From an optimization exercise on the open Yosys and OpenROAD flow, aimed at small area, a short achievable clock period and few clock cycles; shortcuts taken in it are not production practice. Only simulation tests tie the RTL to the original design; equivalence was not proved.

### design.v
`timescale 1ns/100ps
`default_nettype none
module Milestone1 (
   input  logic            Clock,
   input  logic            resetn,
   input  logic [15:0]     SRAM_read_data,
   input  logic            M1_start,
   output logic [17:0]     SRAM_address,
   output logic [15:0]     SRAM_write_data,
   output logic            SRAM_we_n,
   output logic            M1_end
);
logic        running;
logic        wr_on;
logic [4:0]  cyc;           
logic [2:0]  ym5;           
logic [17:0] yptr;          
logic [17:0] wptr;          
logic [7:0]  uw [0:5];      
logic [7:0]  vw [0:5];      
logic [7:0]  ulow;          
logic [15:0] vbuf;          
logic [15:0] ybuf;          
logic [8:0]  fo, fo2;       
logic [7:0]  rr, rg, rb;    
logic [7:0]  bh;            
logic        fsel_u;
logic [7:0]  w0, w1, w2, w3, w4, w5;
logic [7:0]  t0, t1, t3, t4, t5;
logic [8:0]  fp, fq, fs;        
logic [8:0]  fout;
logic        c0, c1, c157, c158, c159;    
assign fsel_u = cyc[3];
assign w0 = fsel_u ? uw[0] : vw[1];
assign w1 = fsel_u ? uw[1] : vw[2];
assign w2 = fsel_u ? uw[2] : vw[3];
assign w3 = fsel_u ? uw[3] : vw[4];
assign w4 = fsel_u ? uw[4] : vw[5];
assign w5 = fsel_u ? uw[5] : vw[0];
assign t0 = c0 ? w2 : (c1 ? w1 : w0);
assign t1 = c0 ? w2 : w1;
assign t3 = c159 ? w2 : w3;
assign t4 = c159 ? w2 : (c158 ? w3 : w4);
assign t5 = c159 ? w2 : (c158 ? w3 : (c157 ? w4 : w5));
always_ff @(posedge Clock) begin
   fp <= {1'b0, t0} + {1'b0, t5} + 9'd1;        
   fq <= {1'b0, ~t1} + {1'b0, ~t4} + 9'd1;      
   fs <= {1'b0, w2} + {1'b0, t3} + 9'd1;        
end
logic ft_s0, ft_c0;
logic ft_s1, ft_c1;
logic ft_s2, ft_c2;
logic ft_s3, ft_c3;
logic ft_s4, ft_c4;
logic ft_s5, ft_c5;
logic ft_s6, ft_c6;
logic ft_s7, ft_c7;
logic ft_s8, ft_c8;
logic ft_s9, ft_c9;
logic ft_s10, ft_c10;
logic ft_s11, ft_c11;
logic ft_s12, ft_c12;
logic ft_s13, ft_c13;
logic ft_s14, ft_c14;
logic ft_s15, ft_c15;
logic ft_s16, ft_c16;
logic ft_s17, ft_c17;
logic ft_s18, ft_c18;
logic ft_s19, ft_c19;
logic ft_s20, ft_c20;
logic ft_s21, ft_c21;
logic ft_s22, ft_c22;
logic ft_s23, ft_c23;
logic ft_s24, ft_c24;
logic ft_s25, ft_c25;
logic ft_s26, ft_c26;
logic ft_s27, ft_c27;
logic ft_s28, ft_c28;
logic ft_s29, ft_c29;
logic ft_s30, ft_c30;
logic ft_s31, ft_c31;
logic ft_s32, ft_c32;
logic ft_s33, ft_c33;
logic ft_s34, ft_c34;
logic ft_s35, ft_c35;
logic ft_s36, ft_c36;
logic ft_s37, ft_c37;
logic ft_s38, ft_c38;
logic ft_s39, ft_c39;
logic ft_s40, ft_c40;
logic ft_s41, ft_c41;
logic ft_s42, ft_c42;
logic ft_s43, ft_c43;
logic ft_s44, ft_c44;
logic ft_s45, ft_c45;
logic ft_s46, ft_c46;
logic ft_s47, ft_c47;
logic ft_s48, ft_c48;
logic ft_s49, ft_c49;
logic ft_s50, ft_c50;
logic ft_s51, ft_c51;
logic ft_s52, ft_c52;
logic ft_s53, ft_c53;
logic ft_s54, ft_c54;
logic ft_s55, ft_c55;
logic ft_s56, ft_c56;
logic ft_s57, ft_c57;
logic ft_s58, ft_c58;
logic ft_s59, ft_c59;
logic ft_s60, ft_c60;
logic ft_s61, ft_c61;
logic [16:0] ft_ra, ft_rb, ft_sum;
assign ft_s0 = fp[1] ^ fp[3] ^ fp[5];
assign ft_c0 = (fp[1] & fp[3]) | (fp[1] & fp[5]) | (fp[3] & fp[5]);
assign ft_s1 = fp[2] ^ fp[4] ^ fp[6];
assign ft_c1 = (fp[2] & fp[4]) | (fp[2] & fp[6]) | (fp[4] & fp[6]);
assign ft_s2 = fq[1] ^ fq[2];
assign ft_c2 = fq[1] & fq[2];
assign ft_s3 = fp[3] ^ fp[5] ^ fp[7];
assign ft_c3 = (fp[3] & fp[5]) | (fp[3] & fp[7]) | (fp[5] & fp[7]);
assign ft_s4 = fq[2] ^ fq[3] ^ fq[5];
assign ft_c4 = (fq[2] & fq[3]) | (fq[2] & fq[5]) | (fq[3] & fq[5]);
assign ft_s5 = fs[0] ^ fs[2];
assign ft_c5 = fs[0] & fs[2];
assign ft_s6 = fp[4] ^ fp[6] ^ fp[8];
assign ft_c6 = (fp[4] & fp[6]) | (fp[4] & fp[8]) | (fp[6] & fp[8]);
assign ft_s7 = fq[3] ^ fq[4] ^ fq[6];
assign ft_c7 = (fq[3] & fq[4]) | (fq[3] & fq[6]) | (fq[4] & fq[6]);
assign ft_s8 = fs[1] ^ fs[3] ^ ~fs[8];
assign ft_c8 = (fs[1] & fs[3]) | (fs[1] & ~fs[8]) | (fs[3] & ~fs[8]);
assign ft_s9 = fp[5] ^ fp[7] ^ fq[4];
assign ft_c9 = (fp[5] & fp[7]) | (fp[5] & fq[4]) | (fp[7] & fq[4]);
assign ft_s10 = fq[5] ^ fq[7] ^ fs[2];
assign ft_c10 = (fq[5] & fq[7]) | (fq[5] & fs[2]) | (fq[7] & fs[2]);
assign ft_s11 = ~fs[4];
assign ft_c11 = fs[4];
assign ft_s12 = fp[6] ^ fp[8] ^ fq[5];
assign ft_c12 = (fp[6] & fp[8]) | (fp[6] & fq[5]) | (fp[8] & fq[5]);
assign ft_s13 = fq[6] ^ fq[8] ^ fs[3];
assign ft_c13 = (fq[6] & fq[8]) | (fq[6] & fs[3]) | (fq[8] & fs[3]);
assign ft_s14 = ~fs[5];
assign ft_c14 = fs[5];
assign ft_s15 = fp[7] ^ fq[6] ^ fq[7];
assign ft_c15 = (fp[7] & fq[6]) | (fp[7] & fq[7]) | (fq[6] & fq[7]);
assign ft_s16 = fp[8] ^ fq[7];
assign ft_c16 = fp[8] & fq[7];
assign ft_s17 = fp[0] ^ fp[2] ^ fp[4];
assign ft_c17 = (fp[0] & fp[2]) | (fp[0] & fp[4]) | (fp[2] & fp[4]);
assign ft_s18 = fq[0] ^ fq[1] ^ fq[3];
assign ft_c18 = (fq[0] & fq[1]) | (fq[0] & fq[3]) | (fq[1] & fq[3]);
assign ft_s19 = fs[0] ^ ~fs[5];
assign ft_c19 = fs[0] & ~fs[5];
assign ft_s20 = fq[4] ^ fs[1] ^ ~fs[6];
assign ft_c20 = (fq[4] & fs[1]) | (fq[4] & ~fs[6]) | (fs[1] & ~fs[6]);
assign ft_s21 = ft_s2 ^ ft_c0 ^ ft_s1;
assign ft_c21 = (ft_s2 & ft_c0) | (ft_s2 & ft_s1) | (ft_c0 & ft_s1);
assign ft_s22 = ~fs[7] ^ ft_c2 ^ ft_s5;
assign ft_c22 = (~fs[7] & ft_c2) | (~fs[7] & ft_s5) | (ft_c2 & ft_s5);
assign ft_s23 = ft_c1 ^ ft_s3 ^ ft_s4;
assign ft_c23 = (ft_c1 & ft_s3) | (ft_c1 & ft_s4) | (ft_s3 & ft_s4);
assign ft_s24 = ft_c5 ^ ft_c3 ^ ft_c4;
assign ft_c24 = (ft_c5 & ft_c3) | (ft_c5 & ft_c4) | (ft_c3 & ft_c4);
assign ft_s25 = ft_s6 ^ ft_s7 ^ ft_s8;
assign ft_c25 = (ft_s6 & ft_s7) | (ft_s6 & ft_s8) | (ft_s7 & ft_s8);
assign ft_s26 = ft_s11 ^ ft_c6 ^ ft_c7;
assign ft_c26 = (ft_s11 & ft_c6) | (ft_s11 & ft_c7) | (ft_c6 & ft_c7);
assign ft_s27 = ft_c8 ^ ft_s9 ^ ft_s10;
assign ft_c27 = (ft_c8 & ft_s9) | (ft_c8 & ft_s10) | (ft_s9 & ft_s10);
assign ft_s28 = ft_c11 ^ ft_s14 ^ ft_c9;
assign ft_c28 = (ft_c11 & ft_s14) | (ft_c11 & ft_c9) | (ft_s14 & ft_c9);
assign ft_s29 = ft_c10 ^ ft_s12 ^ ft_s13;
assign ft_c29 = (ft_c10 & ft_s12) | (ft_c10 & ft_s13) | (ft_s12 & ft_s13);
assign ft_s30 = ft_c14 ^ fs[4] ^ fs[6];
assign ft_c30 = (ft_c14 & fs[4]) | (ft_c14 & fs[6]) | (fs[4] & fs[6]);
assign ft_s31 = ft_c12 ^ ft_c13 ^ ft_s15;
assign ft_c31 = (ft_c12 & ft_c13) | (ft_c12 & ft_s15) | (ft_c13 & ft_s15);
assign ft_s32 = fq[8] ^ fs[5] ^ fs[7];
assign ft_c32 = (fq[8] & fs[5]) | (fq[8] & fs[7]) | (fs[5] & fs[7]);
assign ft_s33 = ~(ft_s16 ^ ft_c15);
assign ft_c33 = ft_s16 | ft_c15;
assign ft_s34 = fq[8] ^ fs[6] ^ fs[8];
assign ft_c34 = (fq[8] & fs[6]) | (fq[8] & fs[8]) | (fs[6] & fs[8]);
assign ft_s35 = fp[0] ^ fp[2];
assign ft_c35 = fp[0] & fp[2];
assign ft_s36 = fp[1] ^ fp[3] ^ fq[1];
assign ft_c36 = (fp[1] & fp[3]) | (fp[1] & fq[1]) | (fp[3] & fq[1]);
assign ft_s37 = fq[0] ^ fq[2] ^ ~fs[4];
assign ft_c37 = (fq[0] & fq[2]) | (fq[0] & ~fs[4]) | (fq[2] & ~fs[4]);
assign ft_s38 = ft_s19 ^ ft_c17 ^ ft_s18;
assign ft_c38 = (ft_s19 & ft_c17) | (ft_s19 & ft_s18) | (ft_c17 & ft_s18);
assign ft_s39 = ft_c19 ^ ft_c18 ^ ft_s20;
assign ft_c39 = (ft_c19 & ft_c18) | (ft_c19 & ft_s20) | (ft_c18 & ft_s20);
assign ft_s40 = ft_c20 ^ ft_s22 ^ ft_c21;
assign ft_c40 = (ft_c20 & ft_s22) | (ft_c20 & ft_c21) | (ft_s22 & ft_c21);
assign ft_s41 = ft_c22 ^ ft_c23 ^ ft_s24;
assign ft_c41 = (ft_c22 & ft_c23) | (ft_c22 & ft_s24) | (ft_c23 & ft_s24);
assign ft_s42 = ft_c24 ^ ft_c25 ^ ft_s26;
assign ft_c42 = (ft_c24 & ft_c25) | (ft_c24 & ft_s26) | (ft_c25 & ft_s26);
assign ft_s43 = ft_c26 ^ ft_c27 ^ ft_s28;
assign ft_c43 = (ft_c26 & ft_c27) | (ft_c26 & ft_s28) | (ft_c27 & ft_s28);
assign ft_s44 = ft_s30 ^ ft_c28 ^ ft_c29;
assign ft_c44 = (ft_s30 & ft_c28) | (ft_s30 & ft_c29) | (ft_c28 & ft_c29);
assign ft_s45 = ft_c30 ^ ft_s32 ^ ft_s33;
assign ft_c45 = (ft_c30 & ft_s32) | (ft_c30 & ft_s33) | (ft_s32 & ft_s33);
assign ft_s46 = ft_c16 ^ ft_c32 ^ ft_s34;
assign ft_c46 = (ft_c16 & ft_c32) | (ft_c16 & ft_s34) | (ft_c32 & ft_s34);
assign ft_s47 = fp[0] ^ ~fs[0];
assign ft_c47 = fp[0] & ~fs[0];
assign ft_s48 = fp[1] ^ ~fs[1];
assign ft_c48 = fp[1] & ~fs[1];
assign ft_s49 = fq[0] ^ ~fs[2] ^ ft_s35;
assign ft_c49 = (fq[0] & ~fs[2]) | (fq[0] & ft_s35) | (~fs[2] & ft_s35);
assign ft_s50 = ~fs[3] ^ ft_c35 ^ ft_s36;
assign ft_c50 = (~fs[3] & ft_c35) | (~fs[3] & ft_s36) | (ft_c35 & ft_s36);
assign ft_s51 = ft_c36 ^ ft_s37 ^ ft_s17;
assign ft_c51 = (ft_c36 & ft_s37) | (ft_c36 & ft_s17) | (ft_s37 & ft_s17);
assign ft_s52 = ft_c37 ^ ft_s0 ^ ft_s38;
assign ft_c52 = (ft_c37 & ft_s0) | (ft_c37 & ft_s38) | (ft_s0 & ft_s38);
assign ft_s53 = ft_c38 ^ ft_s39 ^ ft_s21;
assign ft_c53 = (ft_c38 & ft_s39) | (ft_c38 & ft_s21) | (ft_s39 & ft_s21);
assign ft_s54 = ft_c39 ^ ft_s23 ^ ft_s40;
assign ft_c54 = (ft_c39 & ft_s23) | (ft_c39 & ft_s40) | (ft_s23 & ft_s40);
assign ft_s55 = ft_s25 ^ ft_c40 ^ ft_s41;
assign ft_c55 = (ft_s25 & ft_c40) | (ft_s25 & ft_s41) | (ft_c40 & ft_s41);
assign ft_s56 = ft_s27 ^ ft_c41 ^ ft_s42;
assign ft_c56 = (ft_s27 & ft_c41) | (ft_s27 & ft_s42) | (ft_c41 & ft_s42);
assign ft_s57 = ft_s29 ^ ft_c42 ^ ft_s43;
assign ft_c57 = (ft_s29 & ft_c42) | (ft_s29 & ft_s43) | (ft_c42 & ft_s43);
assign ft_s58 = ft_s31 ^ ft_c43 ^ ft_s44;
assign ft_c58 = (ft_s31 & ft_c43) | (ft_s31 & ft_s44) | (ft_c43 & ft_s44);
assign ft_s59 = ft_c31 ^ ft_s45 ^ ft_c44;
assign ft_c59 = (ft_c31 & ft_s45) | (ft_c31 & ft_c44) | (ft_s45 & ft_c44);
assign ft_s60 = ft_c33 ^ ft_s46 ^ ft_c45;
assign ft_c60 = (ft_c33 & ft_s46) | (ft_c33 & ft_c45) | (ft_s46 & ft_c45);
assign ft_s61 = fs[7] ^ ft_c34 ^ ft_c46;
assign ft_c61 = (fs[7] & ft_c34) | (fs[7] & ft_c46) | (ft_c34 & ft_c46);
assign ft_ra = {1'b0, ft_c61, ft_c60, ft_c59, ft_c58, ft_c57, ft_c56, ft_c55, ft_c54, ft_c53, ft_c52, ft_c51, ft_c50, ft_c49, ft_c48, ft_c47, ft_s47};
assign ft_rb = {1'b0, fs[8], ft_s61, ft_s60, ft_s59, ft_s58, ft_s57, ft_s56, ft_s55, ft_s54, ft_s53, ft_s52, ft_s51, ft_s50, ft_s49, ft_s48, 1'b1};
assign ft_sum = ft_ra + ft_rb;
assign fout = ft_sum[16:8];
logic [7:0]  ysel;
logic [8:0]  usel, vsel;
logic [24:0] ypr;               
logic [8:0]  xu, xv;
logic [10:0] xu3, xv3;
logic [7:0]  cr, cg, cb;
assign ysel = ybuf[15:8];    
assign usel = cyc[0] ? {uw[4][7], ~uw[4][7], uw[4][6:0]} : fo2;
assign vsel = cyc[0] ? {vw[4][7], ~vw[4][7], vw[4][6:0]} : fo;
logic yt_s0, yt_c0;
logic yt_s1, yt_c1;
logic yt_s2, yt_c2;
logic yt_s3, yt_c3;
logic yt_s4, yt_c4;
logic yt_s5, yt_c5;
logic yt_s6, yt_c6;
logic yt_s7, yt_c7;
logic yt_s8, yt_c8;
logic yt_s9, yt_c9;
logic yt_s10, yt_c10;
logic yt_s11, yt_c11;
logic yt_s12, yt_c12;
logic yt_s13, yt_c13;
logic yt_s14, yt_c14;
logic yt_s15, yt_c15;
logic yt_s16, yt_c16;
logic [26:0] yt_ra, yt_rb, yt_sum;
assign yt_s0 = ysel[1] ^ ysel[3];
assign yt_c0 = ysel[1] & ysel[3];
assign yt_s1 = ysel[2] ^ ysel[4] ^ ysel[6];
assign yt_c1 = (ysel[2] & ysel[4]) | (ysel[2] & ysel[6]) | (ysel[4] & ysel[6]);
assign yt_s2 = ysel[0] ^ ysel[3] ^ ysel[5];
assign yt_c2 = (ysel[0] & ysel[3]) | (ysel[0] & ysel[5]) | (ysel[3] & ysel[5]);
assign yt_s3 = ysel[1] ^ ysel[4];
assign yt_c3 = ysel[1] & ysel[4];
assign yt_s4 = ysel[2] ^ ysel[5];
assign yt_c4 = ysel[2] & ysel[5];
assign yt_s5 = ysel[3] ^ ysel[6];
assign yt_c5 = ysel[3] & ysel[6];
assign yt_s6 = ysel[0] ^ ysel[2];
assign yt_c6 = ysel[0] & ysel[2];
assign yt_s7 = ~(ysel[5] ^ yt_s0);
assign yt_c7 = ysel[5] | yt_s0;
assign yt_s8 = ~(yt_c0 ^ yt_s1);
assign yt_c8 = yt_c0 | yt_s1;
assign yt_s9 = ysel[7] ^ yt_c1 ^ yt_s2;
assign yt_c9 = (ysel[7] & yt_c1) | (ysel[7] & yt_s2) | (yt_c1 & yt_s2);
assign yt_s10 = ysel[6] ^ yt_s3 ^ yt_c2;
assign yt_c10 = (ysel[6] & yt_s3) | (ysel[6] & yt_c2) | (yt_s3 & yt_c2);
assign yt_s11 = ysel[7] ^ yt_c3 ^ yt_s4;
assign yt_c11 = (ysel[7] & yt_c3) | (ysel[7] & yt_s4) | (yt_c3 & yt_s4);
assign yt_s12 = ~(yt_c4 ^ yt_s5);
assign yt_c12 = yt_c4 | yt_s5;
assign yt_s13 = ysel[4] ^ ysel[7] ^ yt_c5;
assign yt_c13 = (ysel[4] & ysel[7]) | (ysel[4] & yt_c5) | (ysel[7] & yt_c5);
assign yt_s14 = ~ysel[5];
assign yt_c14 = ysel[5];
assign yt_s15 = ~ysel[6];
assign yt_c15 = ysel[6];
assign yt_s16 = ~ysel[7];
assign yt_c16 = ysel[7];
assign yt_ra = {1'b1, 1'b0, yt_c16, yt_c15, yt_c14, yt_c13, yt_c12, yt_c11, yt_c10, yt_c9, yt_c8, yt_c7, yt_c6, yt_s6, ysel[1], ysel[0], ysel[1], ysel[0], ~ysel[6], ~ysel[5], ~ysel[4], ~ysel[3], ~ysel[2], ~ysel[1], ~ysel[0], 1'b0, 1'b0};
assign yt_rb = {1'b0, 1'b0, 1'b1, yt_s16, yt_s15, yt_s14, yt_s13, yt_s12, yt_s11, yt_s10, yt_s9, yt_s8, yt_s7, ysel[4], ysel[3], ysel[2], 1'b0, ~ysel[7], 1'b1, 1'b0, 1'b1, 1'b0, 1'b0, 1'b0, 1'b1, 1'b0, 1'b0};
assign yt_sum = yt_ra + yt_rb;
always_ff @(posedge Clock) begin
   ypr <= yt_sum[26:2];
   xu  <= usel;
   xv  <= vsel;
   xu3 <= {2'b00, usel} + {1'b0, usel, 1'b0};
   xv3 <= {2'b00, vsel} + {1'b0, vsel, 1'b0};
end
logic rt_s0, rt_c0;
logic rt_s1, rt_c1;
logic rt_s2, rt_c2;
logic rt_s3, rt_c3;
logic rt_s4, rt_c4;
logic rt_s5, rt_c5;
logic rt_s6, rt_c6;
logic rt_s7, rt_c7;
logic rt_s8, rt_c8;
logic rt_s9, rt_c9;
logic rt_s10, rt_c10;
logic rt_s11, rt_c11;
logic rt_s12, rt_c12;
logic rt_s13, rt_c13;
logic rt_s14, rt_c14;
logic rt_s15, rt_c15;
logic rt_s16, rt_c16;
logic rt_s17, rt_c17;
logic rt_s18, rt_c18;
logic rt_s19, rt_c19;
logic rt_s20, rt_c20;
logic rt_s21, rt_c21;
logic rt_s22, rt_c22;
logic rt_s23, rt_c23;
logic rt_s24, rt_c24;
logic rt_s25, rt_c25;
logic rt_s26, rt_c26;
logic rt_s27, rt_c27;
logic rt_s28, rt_c28;
logic rt_s29, rt_c29;
logic rt_s30, rt_c30;
logic rt_s31, rt_c31;
logic rt_s32, rt_c32;
logic rt_s33, rt_c33;
logic rt_s34, rt_c34;
logic rt_s35, rt_c35;
logic rt_s36, rt_c36;
logic rt_s37, rt_c37;
logic rt_s38, rt_c38;
logic rt_s39, rt_c39;
logic [26:0] rt_ra, rt_rb, rt_sum;
assign rt_s0 = ypr[9] ^ xv3[0];
assign rt_c0 = ypr[9] & xv3[0];
assign rt_s1 = ypr[10] ^ xv3[1];
assign rt_c1 = ypr[10] & xv3[1];
assign rt_s2 = ypr[5] ^ xv[0];
assign rt_c2 = ypr[5] & xv[0];
assign rt_s3 = ypr[6] ^ xv[1] ^ xv[4];
assign rt_c3 = (ypr[6] & xv[1]) | (ypr[6] & xv[4]) | (xv[1] & xv[4]);
assign rt_s4 = ypr[7] ^ xv[2] ^ xv[5];
assign rt_c4 = (ypr[7] & xv[2]) | (ypr[7] & xv[5]) | (xv[2] & xv[5]);
assign rt_s5 = ypr[8] ^ xv[3] ^ xv[6];
assign rt_c5 = (ypr[8] & xv[3]) | (ypr[8] & xv[6]) | (xv[3] & xv[6]);
assign rt_s6 = ~(xv[4] ^ xv[7]);
assign rt_c6 = xv[4] | xv[7];
assign rt_s7 = xv[5] ^ xv[8] ^ rt_c0;
assign rt_c7 = (xv[5] & xv[8]) | (xv[5] & rt_c0) | (xv[8] & rt_c0);
assign rt_s8 = ypr[11] ^ xv3[2] ^ xv[6];
assign rt_c8 = (ypr[11] & xv3[2]) | (ypr[11] & xv[6]) | (xv3[2] & xv[6]);
assign rt_s9 = ypr[12] ^ xv3[3];
assign rt_c9 = ypr[12] & xv3[3];
assign rt_s10 = ypr[13] ^ xv3[0] ^ xv3[4];
assign rt_c10 = (ypr[13] & xv3[0]) | (ypr[13] & xv3[4]) | (xv3[0] & xv3[4]);
assign rt_s11 = ypr[14] ^ xv3[1];
assign rt_c11 = ypr[14] & xv3[1];
assign rt_s12 = ypr[15] ^ xv3[2];
assign rt_c12 = ypr[15] & xv3[2];
assign rt_s13 = ypr[16] ^ xv3[3] ^ xv3[7];
assign rt_c13 = (ypr[16] & xv3[3]) | (ypr[16] & xv3[7]) | (xv3[3] & xv3[7]);
assign rt_s14 = ypr[17] ^ xv3[4] ^ xv3[8];
assign rt_c14 = (ypr[17] & xv3[4]) | (ypr[17] & xv3[8]) | (xv3[4] & xv3[8]);
assign rt_s15 = ypr[18] ^ xv3[5];
assign rt_c15 = ypr[18] & xv3[5];
assign rt_s16 = ypr[19] ^ xv3[6] ^ xv3[10];
assign rt_c16 = (ypr[19] & xv3[6]) | (ypr[19] & xv3[10]) | (xv3[6] & xv3[10]);
assign rt_s17 = ypr[20] ^ xv3[7];
assign rt_c17 = ypr[20] & xv3[7];
assign rt_s18 = ypr[2] ^ xv[0];
assign rt_c18 = ypr[2] & xv[0];
assign rt_s19 = ypr[3] ^ xv[1] ^ xv3[5];
assign rt_c19 = (ypr[3] & xv[1]) | (ypr[3] & xv3[5]) | (xv[1] & xv3[5]);
assign rt_s20 = ypr[4] ^ xv[2] ^ xv3[6];
assign rt_c20 = (ypr[4] & xv[2]) | (ypr[4] & xv3[6]) | (xv[2] & xv3[6]);
assign rt_s21 = xv[3] ^ xv3[7] ^ rt_s2;
assign rt_c21 = (xv[3] & xv3[7]) | (xv[3] & rt_s2) | (xv3[7] & rt_s2);
assign rt_s22 = xv3[8] ^ rt_c2 ^ rt_s3;
assign rt_c22 = (xv3[8] & rt_c2) | (xv3[8] & rt_s3) | (rt_c2 & rt_s3);
assign rt_s23 = xv3[9] ^ rt_c3 ^ rt_s4;
assign rt_c23 = (xv3[9] & rt_c3) | (xv3[9] & rt_s4) | (rt_c3 & rt_s4);
assign rt_s24 = xv3[10] ^ rt_c4 ^ rt_s5;
assign rt_c24 = (xv3[10] & rt_c4) | (xv3[10] & rt_s5) | (rt_c4 & rt_s5);
assign rt_s25 = rt_s6 ^ rt_s0 ^ rt_c5;
assign rt_c25 = (rt_s6 & rt_s0) | (rt_s6 & rt_c5) | (rt_s0 & rt_c5);
assign rt_s26 = rt_c6 ^ rt_s1 ^ rt_s7;
assign rt_c26 = (rt_c6 & rt_s1) | (rt_c6 & rt_s7) | (rt_s1 & rt_s7);
assign rt_s27 = rt_c1 ^ rt_s8 ^ rt_c7;
assign rt_c27 = (rt_c1 & rt_s8) | (rt_c1 & rt_c7) | (rt_s8 & rt_c7);
assign rt_s28 = xv[7] ^ rt_s9 ^ rt_c8;
assign rt_c28 = (xv[7] & rt_s9) | (xv[7] & rt_c8) | (rt_s9 & rt_c8);
assign rt_s29 = xv[8] ^ rt_c9 ^ rt_s10;
assign rt_c29 = (xv[8] & rt_c9) | (xv[8] & rt_s10) | (rt_c9 & rt_s10);
assign rt_s30 = xv3[5] ^ rt_s11 ^ rt_c10;
assign rt_c30 = (xv3[5] & rt_s11) | (xv3[5] & rt_c10) | (rt_s11 & rt_c10);
assign rt_s31 = xv3[6] ^ rt_c11 ^ rt_s12;
assign rt_c31 = (xv3[6] & rt_c11) | (xv3[6] & rt_s12) | (rt_c11 & rt_s12);
assign rt_s32 = ~(rt_c12 ^ rt_s13);
assign rt_c32 = rt_c12 | rt_s13;
assign rt_s33 = ~(rt_c13 ^ rt_s14);
assign rt_c33 = rt_c13 | rt_s14;
assign rt_s34 = xv3[9] ^ rt_s15 ^ rt_c14;
assign rt_c34 = (xv3[9] & rt_s15) | (xv3[9] & rt_c14) | (rt_s15 & rt_c14);
assign rt_s35 = ~(rt_c15 ^ rt_s16);
assign rt_c35 = rt_c15 | rt_s16;
assign rt_s36 = ~(rt_s17 ^ rt_c16);
assign rt_c36 = rt_s17 | rt_c16;
assign rt_s37 = ypr[21] ^ xv3[8] ^ rt_c17;
assign rt_c37 = (ypr[21] & xv3[8]) | (ypr[21] & rt_c17) | (xv3[8] & rt_c17);
assign rt_s38 = ypr[22] ^ xv3[9];
assign rt_c38 = ypr[22] & xv3[9];
assign rt_s39 = ypr[23] ^ xv3[10];
assign rt_c39 = ypr[23] & xv3[10];
assign rt_ra = {rt_c39, rt_c38, rt_c37, rt_c36, rt_c35, rt_c34, rt_c33, rt_c32, rt_c31, rt_c30, rt_c29, rt_c28, rt_c27, rt_c26, rt_c25, rt_c24, rt_c23, rt_c22, rt_c21, rt_c20, rt_c19, rt_c18, rt_s18, ypr[1], ypr[0], xv3[1], xv3[0]};
assign rt_rb = {ypr[24], rt_s39, rt_s38, rt_s37, rt_s36, rt_s35, rt_s34, rt_s33, rt_s32, rt_s31, rt_s30, rt_s29, rt_s28, rt_s27, rt_s26, rt_s25, rt_s24, rt_s23, rt_s22, rt_s21, rt_s20, rt_s19, xv3[4], xv3[3], xv3[2], 1'b0, 1'b0};
assign rt_sum = rt_ra + rt_rb;
logic gt_s0, gt_c0;
logic gt_s1, gt_c1;
logic gt_s2, gt_c2;
logic gt_s3, gt_c3;
logic gt_s4, gt_c4;
logic gt_s5, gt_c5;
logic gt_s6, gt_c6;
logic gt_s7, gt_c7;
logic gt_s8, gt_c8;
logic gt_s9, gt_c9;
logic gt_s10, gt_c10;
logic gt_s11, gt_c11;
logic gt_s12, gt_c12;
logic gt_s13, gt_c13;
logic gt_s14, gt_c14;
logic gt_s15, gt_c15;
logic gt_s16, gt_c16;
logic gt_s17, gt_c17;
logic gt_s18, gt_c18;
logic gt_s19, gt_c19;
logic gt_s20, gt_c20;
logic gt_s21, gt_c21;
logic gt_s22, gt_c22;
logic gt_s23, gt_c23;
logic gt_s24, gt_c24;
logic gt_s25, gt_c25;
logic gt_s26, gt_c26;
logic gt_s27, gt_c27;
logic gt_s28, gt_c28;
logic gt_s29, gt_c29;
logic gt_s30, gt_c30;
logic gt_s31, gt_c31;
logic gt_s32, gt_c32;
logic gt_s33, gt_c33;
logic gt_s34, gt_c34;
logic gt_s35, gt_c35;
logic gt_s36, gt_c36;
logic gt_s37, gt_c37;
logic gt_s38, gt_c38;
logic gt_s39, gt_c39;
logic gt_s40, gt_c40;
logic gt_s41, gt_c41;
logic gt_s42, gt_c42;
logic gt_s43, gt_c43;
logic gt_s44, gt_c44;
logic gt_s45, gt_c45;
logic gt_s46, gt_c46;
logic gt_s47, gt_c47;
logic gt_s48, gt_c48;
logic gt_s49, gt_c49;
logic gt_s50, gt_c50;
logic gt_s51, gt_c51;
logic gt_s52, gt_c52;
logic gt_s53, gt_c53;
logic gt_s54, gt_c54;
logic gt_s55, gt_c55;
logic gt_s56, gt_c56;
logic gt_s57, gt_c57;
logic gt_s58, gt_c58;
logic gt_s59, gt_c59;
logic gt_s60, gt_c60;
logic gt_s61, gt_c61;
logic gt_s62, gt_c62;
logic gt_s63, gt_c63;
logic gt_s64, gt_c64;
logic [26:0] gt_ra, gt_rb, gt_sum;
assign gt_s0 = ypr[3] ^ ~xu3[2];
assign gt_c0 = ypr[3] & ~xu3[2];
assign gt_s1 = ypr[4] ^ ~xu3[3];
assign gt_c1 = ypr[4] & ~xu3[3];
assign gt_s2 = ypr[5] ^ ~xu3[4];
assign gt_c2 = ypr[5] & ~xu3[4];
assign gt_s3 = ypr[6] ^ ~xu3[5];
assign gt_c3 = ypr[6] & ~xu3[5];
assign gt_s4 = ypr[7] ^ ~xu3[6];
assign gt_c4 = ypr[7] & ~xu3[6];
assign gt_s5 = ypr[8] ^ ~xu[0] ^ ~xu3[7];
assign gt_c5 = (ypr[8] & ~xu[0]) | (ypr[8] & ~xu3[7]) | (~xu[0] & ~xu3[7]);
assign gt_s6 = ypr[9] ^ ~xu[1];
assign gt_c6 = ypr[9] & ~xu[1];
assign gt_s7 = ypr[10] ^ ~xu[2] ^ ~xu3[9];
assign gt_c7 = (ypr[10] & ~xu[2]) | (ypr[10] & ~xu3[9]) | (~xu[2] & ~xu3[9]);
assign gt_s8 = ypr[11] ^ ~xu3[0] ^ ~xu[3];
assign gt_c8 = (ypr[11] & ~xu3[0]) | (ypr[11] & ~xu[3]) | (~xu3[0] & ~xu[3]);
assign gt_s9 = ~xu3[10] ^ ~xv[1];
assign gt_c9 = ~xu3[10] & ~xv[1];
assign gt_s10 = ypr[12] ^ ~xu3[1] ^ ~xu[4];
assign gt_c10 = (ypr[12] & ~xu3[1]) | (ypr[12] & ~xu[4]) | (~xu3[1] & ~xu[4]);
assign gt_s11 = ~(~xv3[0] ^ ~xv[2]);
assign gt_c11 = ~xv3[0] | ~xv[2];
assign gt_s12 = ypr[13] ^ ~xu3[2] ^ ~xu[5];
assign gt_c12 = (ypr[13] & ~xu3[2]) | (ypr[13] & ~xu[5]) | (~xu3[2] & ~xu[5]);
assign gt_s13 = ~(~xv3[1] ^ ~xv[3]);
assign gt_c13 = ~xv3[1] | ~xv[3];
assign gt_s14 = ypr[14] ^ ~xu3[3] ^ ~xu[6];
assign gt_c14 = (ypr[14] & ~xu3[3]) | (ypr[14] & ~xu[6]) | (~xu3[3] & ~xu[6]);
assign gt_s15 = ~xv3[2] ^ ~xv[4];
assign gt_c15 = ~xv3[2] & ~xv[4];
assign gt_s16 = ypr[15] ^ ~xu3[4] ^ ~xu[7];
assign gt_c16 = (ypr[15] & ~xu3[4]) | (ypr[15] & ~xu[7]) | (~xu3[4] & ~xu[7]);
assign gt_s17 = ~xv3[3] ^ ~xv[5];
assign gt_c17 = ~xv3[3] & ~xv[5];
assign gt_s18 = ypr[16] ^ ~xu3[5] ^ ~xu[8];
assign gt_c18 = (ypr[16] & ~xu3[5]) | (ypr[16] & ~xu[8]) | (~xu3[5] & ~xu[8]);
assign gt_s19 = ~xv3[4] ^ ~xv[6];
assign gt_c19 = ~xv3[4] & ~xv[6];
assign gt_s20 = ypr[17] ^ ~xu3[6] ^ ~xv3[5];
assign gt_c20 = (ypr[17] & ~xu3[6]) | (ypr[17] & ~xv3[5]) | (~xu3[6] & ~xv3[5]);
assign gt_s21 = ypr[18] ^ ~xu3[7] ^ ~xv3[6];
assign gt_c21 = (ypr[18] & ~xu3[7]) | (ypr[18] & ~xv3[6]) | (~xu3[7] & ~xv3[6]);
assign gt_s22 = ypr[1] ^ ~xu3[0];
assign gt_c22 = ypr[1] & ~xu3[0];
assign gt_s23 = ypr[2] ^ ~xu3[1];
assign gt_c23 = ypr[2] & ~xu3[1];
assign gt_s24 = ~(~xv[0] ^ ~xv[5]);
assign gt_c24 = ~xv[0] | ~xv[5];
assign gt_s25 = ~xv[1] ^ ~xv[6] ^ gt_c0;
assign gt_c25 = (~xv[1] & ~xv[6]) | (~xv[1] & gt_c0) | (~xv[6] & gt_c0);
assign gt_s26 = ~xv[2] ^ ~xv[7] ^ gt_c1;
assign gt_c26 = (~xv[2] & ~xv[7]) | (~xv[2] & gt_c1) | (~xv[7] & gt_c1);
assign gt_s27 = ~xv[3] ^ ~xv[8] ^ gt_c2;
assign gt_c27 = (~xv[3] & ~xv[8]) | (~xv[3] & gt_c2) | (~xv[8] & gt_c2);
assign gt_s28 = ~(~xv[4] ^ gt_c3);
assign gt_c28 = ~xv[4] | gt_c3;
assign gt_s29 = ~(~xv[5] ^ gt_c4);
assign gt_c29 = ~xv[5] | gt_c4;
assign gt_s30 = ~xu3[8] ^ ~xv[6] ^ gt_s6;
assign gt_c30 = (~xu3[8] & ~xv[6]) | (~xu3[8] & gt_s6) | (~xv[6] & gt_s6);
assign gt_s31 = ~xv[0] ^ ~xv[7] ^ gt_c6;
assign gt_c31 = (~xv[0] & ~xv[7]) | (~xv[0] & gt_c6) | (~xv[7] & gt_c6);
assign gt_s32 = ~xv[8] ^ gt_s9 ^ gt_c7;
assign gt_c32 = (~xv[8] & gt_s9) | (~xv[8] & gt_c7) | (gt_s9 & gt_c7);
assign gt_s33 = gt_c9 ^ gt_s11 ^ gt_c8;
assign gt_c33 = (gt_c9 & gt_s11) | (gt_c9 & gt_c8) | (gt_s11 & gt_c8);
assign gt_s34 = gt_c11 ^ gt_s13 ^ gt_c10;
assign gt_c34 = (gt_c11 & gt_s13) | (gt_c11 & gt_c10) | (gt_s13 & gt_c10);
assign gt_s35 = gt_c13 ^ gt_s15 ^ gt_c12;
assign gt_c35 = (gt_c13 & gt_s15) | (gt_c13 & gt_c12) | (gt_s15 & gt_c12);
assign gt_s36 = gt_c15 ^ gt_s17 ^ gt_c14;
assign gt_c36 = (gt_c15 & gt_s17) | (gt_c15 & gt_c14) | (gt_s17 & gt_c14);
assign gt_s37 = gt_c17 ^ gt_s19 ^ gt_c16;
assign gt_c37 = (gt_c17 & gt_s19) | (gt_c17 & gt_c16) | (gt_s19 & gt_c16);
assign gt_s38 = ~xv[7] ^ gt_c19 ^ gt_c18;
assign gt_c38 = (~xv[7] & gt_c19) | (~xv[7] & gt_c18) | (gt_c19 & gt_c18);
assign gt_s39 = ~(~xv[8] ^ gt_c20);
assign gt_c39 = ~xv[8] | gt_c20;
assign gt_s40 = ypr[19] ^ ~xu3[8] ^ ~xv3[7];
assign gt_c40 = (ypr[19] & ~xu3[8]) | (ypr[19] & ~xv3[7]) | (~xu3[8] & ~xv3[7]);
assign gt_s41 = ypr[20] ^ ~xu3[9];
assign gt_c41 = ypr[20] & ~xu3[9];
assign gt_s42 = ypr[21] ^ ~xu3[10];
assign gt_c42 = ypr[21] & ~xu3[10];
assign gt_s43 = ~~xv[3];
assign gt_c43 = ~xv[3];
assign gt_s44 = ~xv[4] ^ gt_c22 ^ gt_s23;
assign gt_c44 = (~xv[4] & gt_c22) | (~xv[4] & gt_s23) | (gt_c22 & gt_s23);
assign gt_s45 = gt_c23 ^ gt_s24 ^ gt_s0;
assign gt_c45 = (gt_c23 & gt_s24) | (gt_c23 & gt_s0) | (gt_s24 & gt_s0);
assign gt_s46 = gt_c24 ^ gt_s1 ^ gt_s25;
assign gt_c46 = (gt_c24 & gt_s1) | (gt_c24 & gt_s25) | (gt_s1 & gt_s25);
assign gt_s47 = gt_s2 ^ gt_c25 ^ gt_s26;
assign gt_c47 = (gt_s2 & gt_c25) | (gt_s2 & gt_s26) | (gt_c25 & gt_s26);
assign gt_s48 = gt_s3 ^ gt_c26 ^ gt_s27;
assign gt_c48 = (gt_s3 & gt_c26) | (gt_s3 & gt_s27) | (gt_c26 & gt_s27);
assign gt_s49 = gt_s4 ^ gt_s28 ^ gt_c27;
assign gt_c49 = (gt_s4 & gt_s28) | (gt_s4 & gt_c27) | (gt_s28 & gt_c27);
assign gt_s50 = gt_c28 ^ gt_s29 ^ gt_s5;
assign gt_c50 = (gt_c28 & gt_s29) | (gt_c28 & gt_s5) | (gt_s29 & gt_s5);
assign gt_s51 = gt_c5 ^ gt_c29 ^ gt_s30;
assign gt_c51 = (gt_c5 & gt_c29) | (gt_c5 & gt_s30) | (gt_c29 & gt_s30);
assign gt_s52 = gt_s7 ^ gt_c30 ^ gt_s31;
assign gt_c52 = (gt_s7 & gt_c30) | (gt_s7 & gt_s31) | (gt_c30 & gt_s31);
assign gt_s53 = gt_s8 ^ gt_c31 ^ gt_s32;
assign gt_c53 = (gt_s8 & gt_c31) | (gt_s8 & gt_s32) | (gt_c31 & gt_s32);
assign gt_s54 = gt_s10 ^ gt_c32 ^ gt_s33;
assign gt_c54 = (gt_s10 & gt_c32) | (gt_s10 & gt_s33) | (gt_c32 & gt_s33);
assign gt_s55 = gt_s12 ^ gt_c33 ^ gt_s34;
assign gt_c55 = (gt_s12 & gt_c33) | (gt_s12 & gt_s34) | (gt_c33 & gt_s34);
assign gt_s56 = gt_s14 ^ gt_c34 ^ gt_s35;
assign gt_c56 = (gt_s14 & gt_c34) | (gt_s14 & gt_s35) | (gt_c34 & gt_s35);
assign gt_s57 = gt_s16 ^ gt_c35 ^ gt_s36;
assign gt_c57 = (gt_s16 & gt_c35) | (gt_s16 & gt_s36) | (gt_c35 & gt_s36);
assign gt_s58 = gt_s18 ^ gt_c36 ^ gt_s37;
assign gt_c58 = (gt_s18 & gt_c36) | (gt_s18 & gt_s37) | (gt_c36 & gt_s37);
assign gt_s59 = gt_s20 ^ gt_c37 ^ gt_s38;
assign gt_c59 = (gt_s20 & gt_c37) | (gt_s20 & gt_s38) | (gt_c37 & gt_s38);
assign gt_s60 = gt_s21 ^ gt_s39 ^ gt_c38;
assign gt_c60 = (gt_s21 & gt_s39) | (gt_s21 & gt_c38) | (gt_s39 & gt_c38);
assign gt_s61 = gt_c21 ^ gt_s40 ^ gt_c39;
assign gt_c61 = (gt_c21 & gt_s40) | (gt_c21 & gt_c39) | (gt_s40 & gt_c39);
assign gt_s62 = ~xv3[8] ^ gt_s41 ^ gt_c40;
assign gt_c62 = (~xv3[8] & gt_s41) | (~xv3[8] & gt_c40) | (gt_s41 & gt_c40);
assign gt_s63 = ~xv3[9] ^ gt_c41 ^ gt_s42;
assign gt_c63 = (~xv3[9] & gt_c41) | (~xv3[9] & gt_s42) | (gt_c41 & gt_s42);
assign gt_s64 = ypr[22] ^ ~xv3[10] ^ gt_c42;
assign gt_c64 = (ypr[22] & ~xv3[10]) | (ypr[22] & gt_c42) | (~xv3[10] & gt_c42);
assign gt_ra = {ypr[24], gt_c64, gt_c63, gt_c62, gt_c61, gt_c60, gt_c59, gt_c58, gt_c57, gt_c56, gt_c55, gt_c54, gt_c53, gt_c52, gt_c51, gt_c50, gt_c49, gt_c48, gt_c47, gt_c46, gt_c45, gt_c44, gt_c43, gt_s43, ypr[0], ~xv[1], ~xv[0]};
assign gt_rb = {1'b0, ypr[23], gt_s64, gt_s63, gt_s62, gt_s61, gt_s60, gt_s59, gt_s58, gt_s57, gt_s56, gt_s55, gt_s54, gt_s53, gt_s52, gt_s51, gt_s50, gt_s49, gt_s48, gt_s47, gt_s46, gt_s45, gt_s44, gt_s22, ~xv[2], 1'b0, 1'b1};
assign gt_sum = gt_ra + gt_rb;
logic bt_s0, bt_c0;
logic bt_s1, bt_c1;
logic bt_s2, bt_c2;
logic bt_s3, bt_c3;
logic bt_s4, bt_c4;
logic bt_s5, bt_c5;
logic bt_s6, bt_c6;
logic bt_s7, bt_c7;
logic bt_s8, bt_c8;
logic bt_s9, bt_c9;
logic bt_s10, bt_c10;
logic bt_s11, bt_c11;
logic bt_s12, bt_c12;
logic bt_s13, bt_c13;
logic bt_s14, bt_c14;
logic bt_s15, bt_c15;
logic bt_s16, bt_c16;
logic bt_s17, bt_c17;
logic bt_s18, bt_c18;
logic bt_s19, bt_c19;
logic bt_s20, bt_c20;
logic bt_s21, bt_c21;
logic bt_s22, bt_c22;
logic bt_s23, bt_c23;
logic bt_s24, bt_c24;
logic bt_s25, bt_c25;
logic bt_s26, bt_c26;
logic bt_s27, bt_c27;
logic bt_s28, bt_c28;
logic bt_s29, bt_c29;
logic bt_s30, bt_c30;
logic bt_s31, bt_c31;
logic bt_s32, bt_c32;
logic bt_s33, bt_c33;
logic bt_s34, bt_c34;
logic bt_s35, bt_c35;
logic [26:0] bt_ra, bt_rb, bt_sum;
assign bt_s0 = ypr[8] ^ xu[0];
assign bt_c0 = ypr[8] & xu[0];
assign bt_s1 = ypr[9] ^ xu[1];
assign bt_c1 = ypr[9] & xu[1];
assign bt_s2 = ypr[10] ^ xu[2];
assign bt_c2 = ypr[10] & xu[2];
assign bt_s3 = ypr[11] ^ xu[3];
assign bt_c3 = ypr[11] & xu[3];
assign bt_s4 = ypr[5] ^ xu[0];
assign bt_c4 = ypr[5] & xu[0];
assign bt_s5 = ypr[6] ^ xu[1] ^ xu3[5];
assign bt_c5 = (ypr[6] & xu[1]) | (ypr[6] & xu3[5]) | (xu[1] & xu3[5]);
assign bt_s6 = ypr[7] ^ xu[2] ^ xu3[6];
assign bt_c6 = (ypr[7] & xu[2]) | (ypr[7] & xu3[6]) | (xu[2] & xu3[6]);
assign bt_s7 = xu[3] ^ xu3[7] ^ xu3[10];
assign bt_c7 = (xu[3] & xu3[7]) | (xu[3] & xu3[10]) | (xu3[7] & xu3[10]);
assign bt_s8 = xu[4] ^ xu3[8] ^ bt_c0;
assign bt_c8 = (xu[4] & xu3[8]) | (xu[4] & bt_c0) | (xu3[8] & bt_c0);
assign bt_s9 = xu[5] ^ xu3[9] ^ bt_c1;
assign bt_c9 = (xu[5] & xu3[9]) | (xu[5] & bt_c1) | (xu3[9] & bt_c1);
assign bt_s10 = xu[6] ^ xu3[10] ^ bt_c2;
assign bt_c10 = (xu[6] & xu3[10]) | (xu[6] & bt_c2) | (xu3[10] & bt_c2);
assign bt_s11 = ypr[12] ^ xu[4] ^ xu[7];
assign bt_c11 = (ypr[12] & xu[4]) | (ypr[12] & xu[7]) | (xu[4] & xu[7]);
assign bt_s12 = ypr[13] ^ xu[5];
assign bt_c12 = ypr[13] & xu[5];
assign bt_s13 = ypr[1] ^ xu3[0];
assign bt_c13 = ypr[1] & xu3[0];
assign bt_s14 = ypr[2] ^ xu3[1] ^ xu3[4];
assign bt_c14 = (ypr[2] & xu3[1]) | (ypr[2] & xu3[4]) | (xu3[1] & xu3[4]);
assign bt_s15 = ypr[3] ^ xu3[2] ^ xu3[5];
assign bt_c15 = (ypr[3] & xu3[2]) | (ypr[3] & xu3[5]) | (xu3[2] & xu3[5]);
assign bt_s16 = ypr[4] ^ xu3[3] ^ xu3[6];
assign bt_c16 = (ypr[4] & xu3[3]) | (ypr[4] & xu3[6]) | (xu3[3] & xu3[6]);
assign bt_s17 = xu3[4] ^ xu3[7] ^ bt_s4;
assign bt_c17 = (xu3[4] & xu3[7]) | (xu3[4] & bt_s4) | (xu3[7] & bt_s4);
assign bt_s18 = xu3[8] ^ bt_c4 ^ bt_s5;
assign bt_c18 = (xu3[8] & bt_c4) | (xu3[8] & bt_s5) | (bt_c4 & bt_s5);
assign bt_s19 = xu3[9] ^ bt_c5 ^ bt_s6;
assign bt_c19 = (xu3[9] & bt_c5) | (xu3[9] & bt_s6) | (bt_c5 & bt_s6);
assign bt_s20 = bt_s0 ^ bt_c6 ^ bt_s7;
assign bt_c20 = (bt_s0 & bt_c6) | (bt_s0 & bt_s7) | (bt_c6 & bt_s7);
assign bt_s21 = bt_s1 ^ bt_c7 ^ bt_s8;
assign bt_c21 = (bt_s1 & bt_c7) | (bt_s1 & bt_s8) | (bt_c7 & bt_s8);
assign bt_s22 = bt_s2 ^ bt_c8 ^ bt_s9;
assign bt_c22 = (bt_s2 & bt_c8) | (bt_s2 & bt_s9) | (bt_c8 & bt_s9);
assign bt_s23 = bt_s3 ^ bt_c9 ^ bt_s10;
assign bt_c23 = (bt_s3 & bt_c9) | (bt_s3 & bt_s10) | (bt_c9 & bt_s10);
assign bt_s24 = bt_c3 ^ bt_s11 ^ bt_c10;
assign bt_c24 = (bt_c3 & bt_s11) | (bt_c3 & bt_c10) | (bt_s11 & bt_c10);
assign bt_s25 = xu[8] ^ bt_s12 ^ bt_c11;
assign bt_c25 = (xu[8] & bt_s12) | (xu[8] & bt_c11) | (bt_s12 & bt_c11);
assign bt_s26 = ypr[14] ^ xu[6] ^ bt_c12;
assign bt_c26 = (ypr[14] & xu[6]) | (ypr[14] & bt_c12) | (xu[6] & bt_c12);
assign bt_s27 = ypr[15] ^ xu[0] ^ xu[7];
assign bt_c27 = (ypr[15] & xu[0]) | (ypr[15] & xu[7]) | (xu[0] & xu[7]);
assign bt_s28 = ypr[16] ^ xu[1] ^ xu[8];
assign bt_c28 = (ypr[16] & xu[1]) | (ypr[16] & xu[8]) | (xu[1] & xu[8]);
assign bt_s29 = ypr[17] ^ xu[2];
assign bt_c29 = ypr[17] & xu[2];
assign bt_s30 = ypr[18] ^ xu[3];
assign bt_c30 = ypr[18] & xu[3];
assign bt_s31 = ypr[19] ^ xu[4];
assign bt_c31 = ypr[19] & xu[4];
assign bt_s32 = ypr[20] ^ xu[5];
assign bt_c32 = ypr[20] & xu[5];
assign bt_s33 = ypr[21] ^ xu[6];
assign bt_c33 = ypr[21] & xu[6];
assign bt_s34 = ypr[22] ^ xu[7];
assign bt_c34 = ypr[22] & xu[7];
assign bt_s35 = ypr[23] ^ xu[8];
assign bt_c35 = ypr[23] & xu[8];
assign bt_ra = {bt_c35, bt_c34, bt_c33, bt_c32, bt_c31, bt_c30, bt_c29, bt_c28, bt_c27, bt_c26, bt_c25, bt_c24, bt_c23, bt_c22, bt_c21, bt_c20, bt_c19, bt_c18, bt_c17, bt_c16, bt_c15, bt_c14, bt_c13, bt_s13, ypr[0], xu3[1], xu3[0]};
assign bt_rb = {ypr[24], bt_s35, bt_s34, bt_s33, bt_s32, bt_s31, bt_s30, bt_s29, bt_s28, bt_s27, bt_s26, bt_s25, bt_s24, bt_s23, bt_s22, bt_s21, bt_s20, bt_s19, bt_s18, bt_s17, bt_s16, bt_s15, bt_s14, xu3[3], xu3[2], 1'b0, 1'b0};
assign bt_sum = bt_ra + bt_rb;
function automatic logic [7:0] clip(input logic [26:0] v);
   if (v[26])               clip = 8'd0;
   else if (v[25] | v[24])  clip = 8'd255;
   else                     clip = v[23:16];
endfunction
assign cr = clip(rt_sum);
assign cg = clip(gt_sum);
assign cb = clip(bt_sum);
logic [17:0] caddr_sum;
logic [17:0] caddr;
assign caddr_sum = yptr + (yptr[0] ? 18'd76804 : 18'd115204);
assign caddr = {1'b0, caddr_sum[17:1]};
logic        ws2h, ws3h, ws2l, ws3l;
always_ff @(posedge Clock) begin
   ws2h <= cyc[1] & running;
   ws3h <= cyc[2] & running;
   ws2l <= cyc[1] & ~M1_end;
   ws3l <= cyc[2] & ~M1_end;
end
assign SRAM_write_data[15:8] = ws3h ? bh : (ws2h ? rr : rg);
assign SRAM_write_data[7:0]  = ws3l ? rr : (ws2l ? rg : rb);
always_ff @(posedge Clock or negedge resetn) begin
   if (~resetn) begin
      running   <= 1'b0;
      M1_end    <= 1'b0;
      SRAM_we_n <= 1'b1;
      wr_on     <= 1'b0;
   end else begin
      if (~running) begin
         SRAM_we_n <= 1'b1;
         if (M1_start) begin
            running <= 1'b1;
            M1_end  <= 1'b0;
            wr_on   <= 1'b0;
         end
      end else begin
         SRAM_we_n <= ~(wr_on & (cyc[1] | cyc[2] | cyc[3]));
         if (cyc[3] & c0) wr_on <= 1'b1;
         if (cyc[4] & ~yptr[17] & yptr[15] & yptr[12] & yptr[10] & yptr[9] & yptr[0]) begin
            running <= 1'b0;
            M1_end  <= 1'b1;
         end
      end
   end
end
always_ff @(posedge Clock) begin
   if (~running & M1_start) begin
      cyc  <= 5'b10000;
      yptr <= 18'h3fffc;       
      ym5  <= 3'd1;            
      wptr <= 18'd146929;      
      {c157, c158, c159, c0, c1} <= 5'd0;
   end else begin
      cyc <= {cyc[3:0], cyc[4]};
      if (cyc[0]) begin
         yptr <= yptr + 18'd1;
         ym5  <= (ym5 == 3'd4) ? 3'd0 : ym5 + 3'd1;
      end
      if (cyc[1] | cyc[2] | cyc[3]) wptr <= wptr + 18'd1;
      if (cyc[2]) begin
         c157 <= (yptr[4:0] == 5'd30) & (ym5 == 3'd3);
         c158 <= c157;
         c159 <= c158;
         c0   <= c159;
         c1   <= c0;
      end
   end
   SRAM_address <= cyc[4] ? caddr : (cyc[0] ? yptr : wptr);
   fo  <= fout;
   fo2 <= fo;
   rr <= cr;
   if (cyc[1] | cyc[2]) begin
      rg <= cg;
      rb <= cb;
   end
   bh <= rb;
   uw[0] <= uw[5]; uw[1] <= uw[0]; uw[2] <= uw[1]; uw[3] <= uw[2]; uw[4] <= uw[3];
   vw[0] <= vw[5]; vw[1] <= vw[0]; vw[2] <= vw[1]; vw[3] <= vw[2]; vw[4] <= vw[3];
   if (cyc[2]) begin
      if (~yptr[0]) begin         
         uw[5] <= SRAM_read_data[15:8];
         ulow  <= SRAM_read_data[7:0];
         vw[5] <= vbuf[15:8];
      end else begin              
         uw[5] <= ulow;
         vw[5] <= vbuf[7:0];
         vbuf  <= SRAM_read_data;
      end
   end else begin
      uw[5] <= uw[4];
      vw[5] <= vw[4];
   end
   if (cyc[3]) ybuf <= SRAM_read_data;
   else if (cyc[0]) ybuf[15:8] <= ybuf[7:0];
end
endmodule
### flow/run.sh
#!/bin/bash
# The standard layout (the standard.sh), with these ORFS settings changed:
#   SETUP_SLACK_MARGIN=9.0 "BUFFER_PORTS_ARGS=-buffer_cell sky130_fd_sc_hd__buf_2"
# The clock, the constraints and the synthesis are the design's own.
set -euo pipefail
bash standard.sh SETUP_SLACK_MARGIN=9.0 "BUFFER_PORTS_ARGS=-buffer_cell sky130_fd_sc_hd__buf_2" finish > flow_make.log 2>&1
### standard.sh
#!/bin/bash
# synth_recipe.tcl (not shown) runs the flow's synth.tcl, then flattens the netlist and writes it again
# the make line also repeats each setting of config.mk as NAME=value (left out here)
make -C /OpenROAD-flow-scripts/flow DESIGN_CONFIG=/design/flow/config.mk WORK_HOME=/design/flow/orfs CLKGATE_MAP_FILE= SYNTH_SCRIPT=/design/flow/synth_recipe.tcl "${@:-finish}"
### config.mk
export PLATFORM = sky130hd
export DESIGN_NAME = Milestone1
export DESIGN_NICKNAME = Milestone1
export VERILOG_FILES = /design/flow/design.v
export SDC_FILE = /design/flow/constraint.sdc
export NUM_CORES = 4
export LEC_CHECK = 0
export CAP_MARGIN = 20
export CORE_MARGIN = 2
export CORE_UTILIZATION = 40
export CTS_CLUSTER_DIAMETER = 80
export CTS_CLUSTER_SIZE = 25
export SLEW_MARGIN = 20
### constraint.sdc
create_clock -name core_clock -period 13.0 [get_ports {Clock}]
set_input_delay 2.6000 -clock core_clock [delete_from_list [all_inputs] [get_ports {Clock}]]
set_output_delay 2.6000 -clock core_clock [all_outputs]
set_load 0.01 [all_outputs]
==> flow_summary.ini, run 1 <==
[route]
drc = 0
drt-initial-drc-count = 683
num_vias = 14400
viasPerCell = 4.96
wl_um = 49000
dr.pass1.iters = 5
antenna_left = 0
post_drt_wl_per_cell_um = 16.8

[timing]
finalSetupViolCount = 0
final.min_clock_period_ns = 4.09
final-max-slew-violation-count = 0
rsz0062_at_grt = yes
tightest_slew_ns = 0.948
finClkSkew_ns = 0.0220
hold_viol_final = 0
maxSlewHeadroom = 0.367
fin_tns_setup_ns = 0
hold_ws_ns = 0.345
post-route-period-util = 0.314
fmax_mhz = 245

[logic_synthesis]
synth_area_leaders = dfxtp_1 (27%), fa_1 (14%), ha_1 (13%)
syn-cell-area_sq_um = 21600
synth_seq_area_share = 0.351
yosysTopAreaCell = dfxtp_1
ys_ff_latch = 350
yosysMostFrequentCell = inv_1
synth_top_area_frac = 0.268
synth-async-reset-ratio = 0.0114
synthFlopType = dfxtp_1
synth-edff-count = 56
syn-num-nets = 2542
synth_common_cells = inv_1 (353), dfxtp_1 (290), ha_1 (228), fa_1 (153), nand2_1 (131)
synth_warnings = 3
syn_inst = 2142
syn_avg_cell_area_sq_um = 10.1
ys_types = 80

[layout]
final_nets = 2602
layout-drive-gt1-share = 0.127
area_growth_pct = 10.5
final_cells = 2910
final_core_util = 0.445
diodes = 0

[placed_design]
portBuffers = 54
dp_cells = 2849
hpwlAfterDp_um = 39700
gp_congestion = 0.901

[clock_tree]
clk_path_buf_depth = 3
cts.clk_slew.worst_paths_ns = 0.10
root_buffer = clkbuf_16
cts_tree = built
ctsHoldBuffers = 0
clkLatencyLatePin_ns = 0.54
cts_made_buffers = 21
htree_levels = 1
numClockSinks = 350

[setup_path]
crit_path_start_kind = flop
crit_family = flip-flops
path_max_fanout = 8
cp_slowest_stage_delay_ns = 0.46
end_kind = output pin
crit_chain = mux2i_1 -> o21ai_1 -> buf_2
cp_data_required_time_ns = 10.40
worst-setup-path-type = reg2out
arrival_ns = 1.49
critPathBufInv = 1
crit_slowest_cell = dfxtp_4

[min_path]
hp-class = reg2reg

[grt]
grt-ovfl-total = 0
grt_pass1_vias = 14500
grt_pass1_wl_um = 77600
grt_max_degree = 56
antenna_found_initial = 1
grt_usage = 0.174

[floorplanning]
core-area_sq_um = 53700
ios = 55
die_w_um = 237
fp.dieH_um = 237
die_area_sq_um = 56000
row_count = 85
initial_core_util = 0.403

[run_status]
status = no timing/DRC/antenna violations

[run]
max-cap-violations = 0
timing repair:
action	CTS	global route
buffers inserted	12	14
setup endpoints to repair	44	45
cloned	0	0
pin swaps	8	33
gates resized for setup	66	75
path summary, 6_finish.rpt:
path,from,end,slack (ns),cells after the start
worst max-delay path,ws2l$_DFF_P_,SRAM_write_data[7],8.91,3
worst min-delay path,vw[2][0]$_DFF_P_,vw[3][0]$_DFF_P_,0.34,0
worst max register to register,ypr[10]$_DFF_P_,rg[1]$_SDFFCE_PN0P_,9.05,20
worst min register to register,vw[2][0]$_DFF_P_,vw[3][0]$_DFF_P_,0.34,0
max in group asynchronous,resetn,SRAM_we_n$_DFF_PN1_,10.96,1
min in group asynchronous,resetn,running$_DFF_PN0_,1.84,1
registers in the layout (all words and copies together), names as in the netlist, 9 cells and up:
signal,flops
vw,48
uw,48
xu3,11
fo,9
vbuf,16
yptr,18
fp,9
fs,9
ybuf,16
SRAM_address,18
xv3,11
ypr,24
fo2,9
fq,9
wptr,18
stage by stage:
step / cell area (sq um) / setup slack, ns
floorplan: 21600 / 9.03
global placement: 22700 / 8.73
detailed placement: 22700 / 8.66
CTS: 23500 / 8.90
global route: 23900 / 8.85
finish: 23900 / 8.91
layout make-up:
| type | count | area [sq um] |
|---|---|---|
| Multi-Input combinational cell | 1386 | 12800 |
| Fill cell | 5044 | 29800 |
| Tap cell | 696 | 871 |
| Clock buffer | 25 | 541 |
| Sequential cell | 350 | 7710 |
| Clock inverter | 10 | 119 |
| Inverter | 353 | 1330 |
| Timing Repair Buffer | 90 | 544 |
routing by layer:
metal  track usage  part of all wire  routed length, um
met1         0.238              0.47              23100
met3        0.0210             0.038               1850
met2         0.291              0.47              22800
met4        0.0470             0.025               1200
met5             0           0.00039                 19
logic make-up after synthesis:
| kind of cell | synth area share |
|---|---|
| muxes | 0.0679 |
| AOI/OAI and AO/OA | 0.107 |
| xor gates and xnor gates | 0.0460 |
| and+or+nand+nor | 0.0842 |
| DFF | 0.351 |
| buffers and inverters | 0.0707 |
| adders and majority gates | 0.273 |
placed cells by master, fill, tap and decap left out, drive strengths merged, types with 8 or more instances in the layout:
cell / instances
inv: 359
dfxtp: 290
ha: 228
fa: 153
nand2: 131
o21ai: 114
a21oi: 111
mux2i: 103
nor2: 99
buf: 90
xnor2: 68
edfxtp: 56
xor2: 44
a21o: 37
mux2: 35
nand3: 34
o21a: 33
clkbuf: 25
nor2b: 20
o21bai: 17
nand2b: 17
nor3: 17
or3: 12
and3: 11
a31oi: 11
nand4: 10
a211oi: 10
and2: 8
or2: 8
Testbench counts, summed over its fixed seeds: cycles 768,108.
==> run 2: changes to the inputs <==
--- a/config.mk
+++ b/config.mk
@@ -8,6 +8,6 @@
 export CAP_MARGIN = 20
 export CORE_MARGIN = 2
 export CORE_UTILIZATION = 40
-export CTS_CLUSTER_DIAMETER = 80
+export CTS_CLUSTER_DIAMETER = 120
 export CTS_CLUSTER_SIZE = 25
 export SLEW_MARGIN = 20
==> run 2 against run 1 <==
  * Synthesized area unchanged
  * Final area down 0.43%
  * Sequential cell count unchanged
==> flow_summary.ini, run 2 <==
[logic_synthesis]
syn-cell-area_sq_um = 21600
synth_simple_gate_area_share = 0.0842
ys_types = 80
synth_top_family_by_area = adder cells
synth_warnings = 3
syn_avg_cell_area_sq_um = 10.1
ys_ff_latch = 350
synth_compound_area_frac = 0.107
yosysMostFrequentCell = inv_1
yosysTopAreaCell = dfxtp_1
syn_inst = 2142
synthFlopType = dfxtp_1
synth-edff-count = 56
synth_mux_area_frac = 0.0679
synth_seq_area_share = 0.351
synth_common_cells = inv_1 (353), dfxtp_1 (290), ha_1 (228), fa_1 (153), nand2_1 (131)
yosys.area_share.adder = 0.273
synth_top_area_frac = 0.268
syn-num-nets = 2542
synth-async-reset-ratio = 0.0114
synth_area_leaders = dfxtp_1 (27%), fa_1 (14%), ha_1 (13%)
synthXorXnorAreaFrac = 0.0460

[timing]
fmax_mhz = 246
tightest_slew_ns = 0.942
hold_viol_final = 0
finClkSkew_ns = 0.0297
finalSetupViolCount = 0
postLayoutSetupSlackWorst_ns = 8.93
final.min_clock_period_ns = 4.07
post-route-period-util = 0.313
rsz0062_at_grt = yes
maxSlewHeadroom = 0.371
fin_tns_setup_ns = 0
final-max-slew-violation-count = 0
hold_ws_ns = 0.340

[route]
post_drt_wl_per_cell_um = 16.9
drt-initial-drc-count = 644
drc = 0
num_vias = 14400
antenna_left = 0
dr.pass1.iters = 5
wl_um = 49000
viasPerCell = 4.97

[setup_path]
end_kind = output pin
critPathBufInv = 1
crit_cells = 3
path_max_fanout = 8
crit_chain = mux2i_1 -> o21ai_1 -> buf_2
cp_slowest_stage_delay_ns = 0.46
crit_slowest_cell = dfxtp_4
r2r_cells = 15
cp_data_required_time_ns = 10.40
crit_path_start_kind = flop
worst-setup-path-type = reg2out
arrival_ns = 1.47
crit_family = flip-flops

[clock_tree]
cts_made_buffers = 18
cts_tree = built
htree_levels = 1
root_buffer = clkbuf_16
numClockSinks = 350
clkLatencyLatePin_ns = 0.55
cts.clk_slew.worst_paths_ns = 0.09
clk_path_buf_depth = 3

[layout]
layout-drive-gt1-share = 0.131
top_regs = uw: 48 flops, vw: 48 flops, ypr: 24 flops
final_nets = 2601
final_common_cell = inv_1
final_cell_mix = inv_1 (339), dfxtp_1 (232), ha_1 (220)
fill_cells = 5050
diodes = 0
area_growth_pct = 10.0
final_cells = 2904

[grt]
grt_pass1_vias = 14400
antenna_found_initial = 0
grt-ovfl-total = 0
grt_pass1_wl_um = 77300
grt_max_degree = 56
grt_usage = 0.173

[floorplanning]
fp.dieH_um = 237
ios = 55
die_w_um = 237
core-area_sq_um = 53700
die_area_sq_um = 56000
initial_core_util = 0.403
row_count = 85

[placed_design]
place_ws_ns = 8.66
portBuffers = 54
gp_congestion = 0.901
hpwlAfterDp_um = 39700
dp_cells = 2849

[run]
max-cap-violations = 0

[run_status]
status = no timing/DRC/antenna violations

[min_path]
whs_path_depth = 0
hp-class = reg2reg
==> run 2: cell counts after synthesis <==
Identical to the previous run, type by type.
==> run 2: path summary, 6_finish.rpt <==
path,startpoint,end,slack [ns]
worst min register to register,vw[0][7]$_DFF_P_,vw[1][7]$_DFF_P_,0.34
worst max register to register,xu3[9]$_DFF_P_,rg[5]$_SDFFCE_PN0P_,9.06
min in group asynchronous,resetn,running$_DFF_PN0_,1.84
worst min-delay path,vw[0][7]$_DFF_P_,vw[1][7]$_DFF_P_,0.34
max in group asynchronous,resetn,SRAM_we_n$_DFF_PN1_,10.95
worst max-delay path,ws2h$_DFF_P_,SRAM_write_data[14],8.93
==> run 2: final cells by class <==
| cell class | instances | area (sq um) | area share |
|---|---|---|---|
| clock buffers | 24 | 494 | 0.0208 |
| clock inverters | 3 | 31.3 | 0.00131 |
| inverters | 353 | 1330 | 0.0557 |
| multi-input cells | 1386 | 12800 | 0.538 |
| flip-flops and latches | 350 | 7710 | 0.324 |
| well taps | 696 | 871 | 0.0366 |
| repair buffers | 92 | 563 | 0.0236 |
==> run 2: metal layers <==
metal,global-route usage,part of all wire,vias to the layer above
met1,0.239,0.48,6968
met5,0,0,-
li1,-,-,7191
met4,0.0437,0.023,0
met3,0.0190,0.035,65
met2,0.291,0.47,219
==> run 2: cell families after synthesis <==
group,count (synthesis)
buf+inv,406
fa+ha+maj,381
flops,350
compound gates,368
simple gates,385
xor+xnor,112
mux,140
==> run 2: what timing repair did <==
item,in CTS,in global routing
buffers inserted,12,16
gates resized for setup,61,94
gates cloned,0,0
pin swaps,7,50
setup endpoints to repair,44,45
hold buffers,0,0
==> run 2: per-stage QoR <==
step                utilization  instance area, sq um
detailed placement        0.422                 22700
floorplan                     -                 21600
global route              0.443                 23800
CTS                       0.436                 23400
finish                    0.443                 23800
global placement          0.422                 22700
==> run 2: worst register-to-register path: cells and delay by family, from the launching register on <==
kind                       cells  cell delay (ns)
adders and majority gates      4             1.70
AOI/OAI and AO/OA              4             0.70
and+or+nand+nor                4             0.59
DFF                            1             0.35
buffers and inverters          2             0.24
xor gates and xnor gates       1             0.13

[afterwards: timing with drivers on the ports]
How much do the figures lean on ideal ports? The routed layouts below were timed once more, with nothing changed but the port constraints. Step 1: set_driving_cell puts a clkbuf_16 on Clock and a buf_2 on each other input, an assumption about the parent block. Step 2 times the ports against the registers' clock, not the clock port: input delays grow and output delays shrink by t, the midpoint of the rising clock arrivals with the driver on. Slacks: no drivers / after step 1 / after step 2; pairs: no drivers / after step 1.
run	shift t [ns]	slack for setup (ns)	slew at the worst register clock pin (ns)
run 1	0.589	8.913 / 8.860 / 9.051	0.10 / 0.10
run 2	0.586	8.931 / 8.877 / 9.058	0.10 / 0.10
After both steps setup and hold are still met in every run listed.
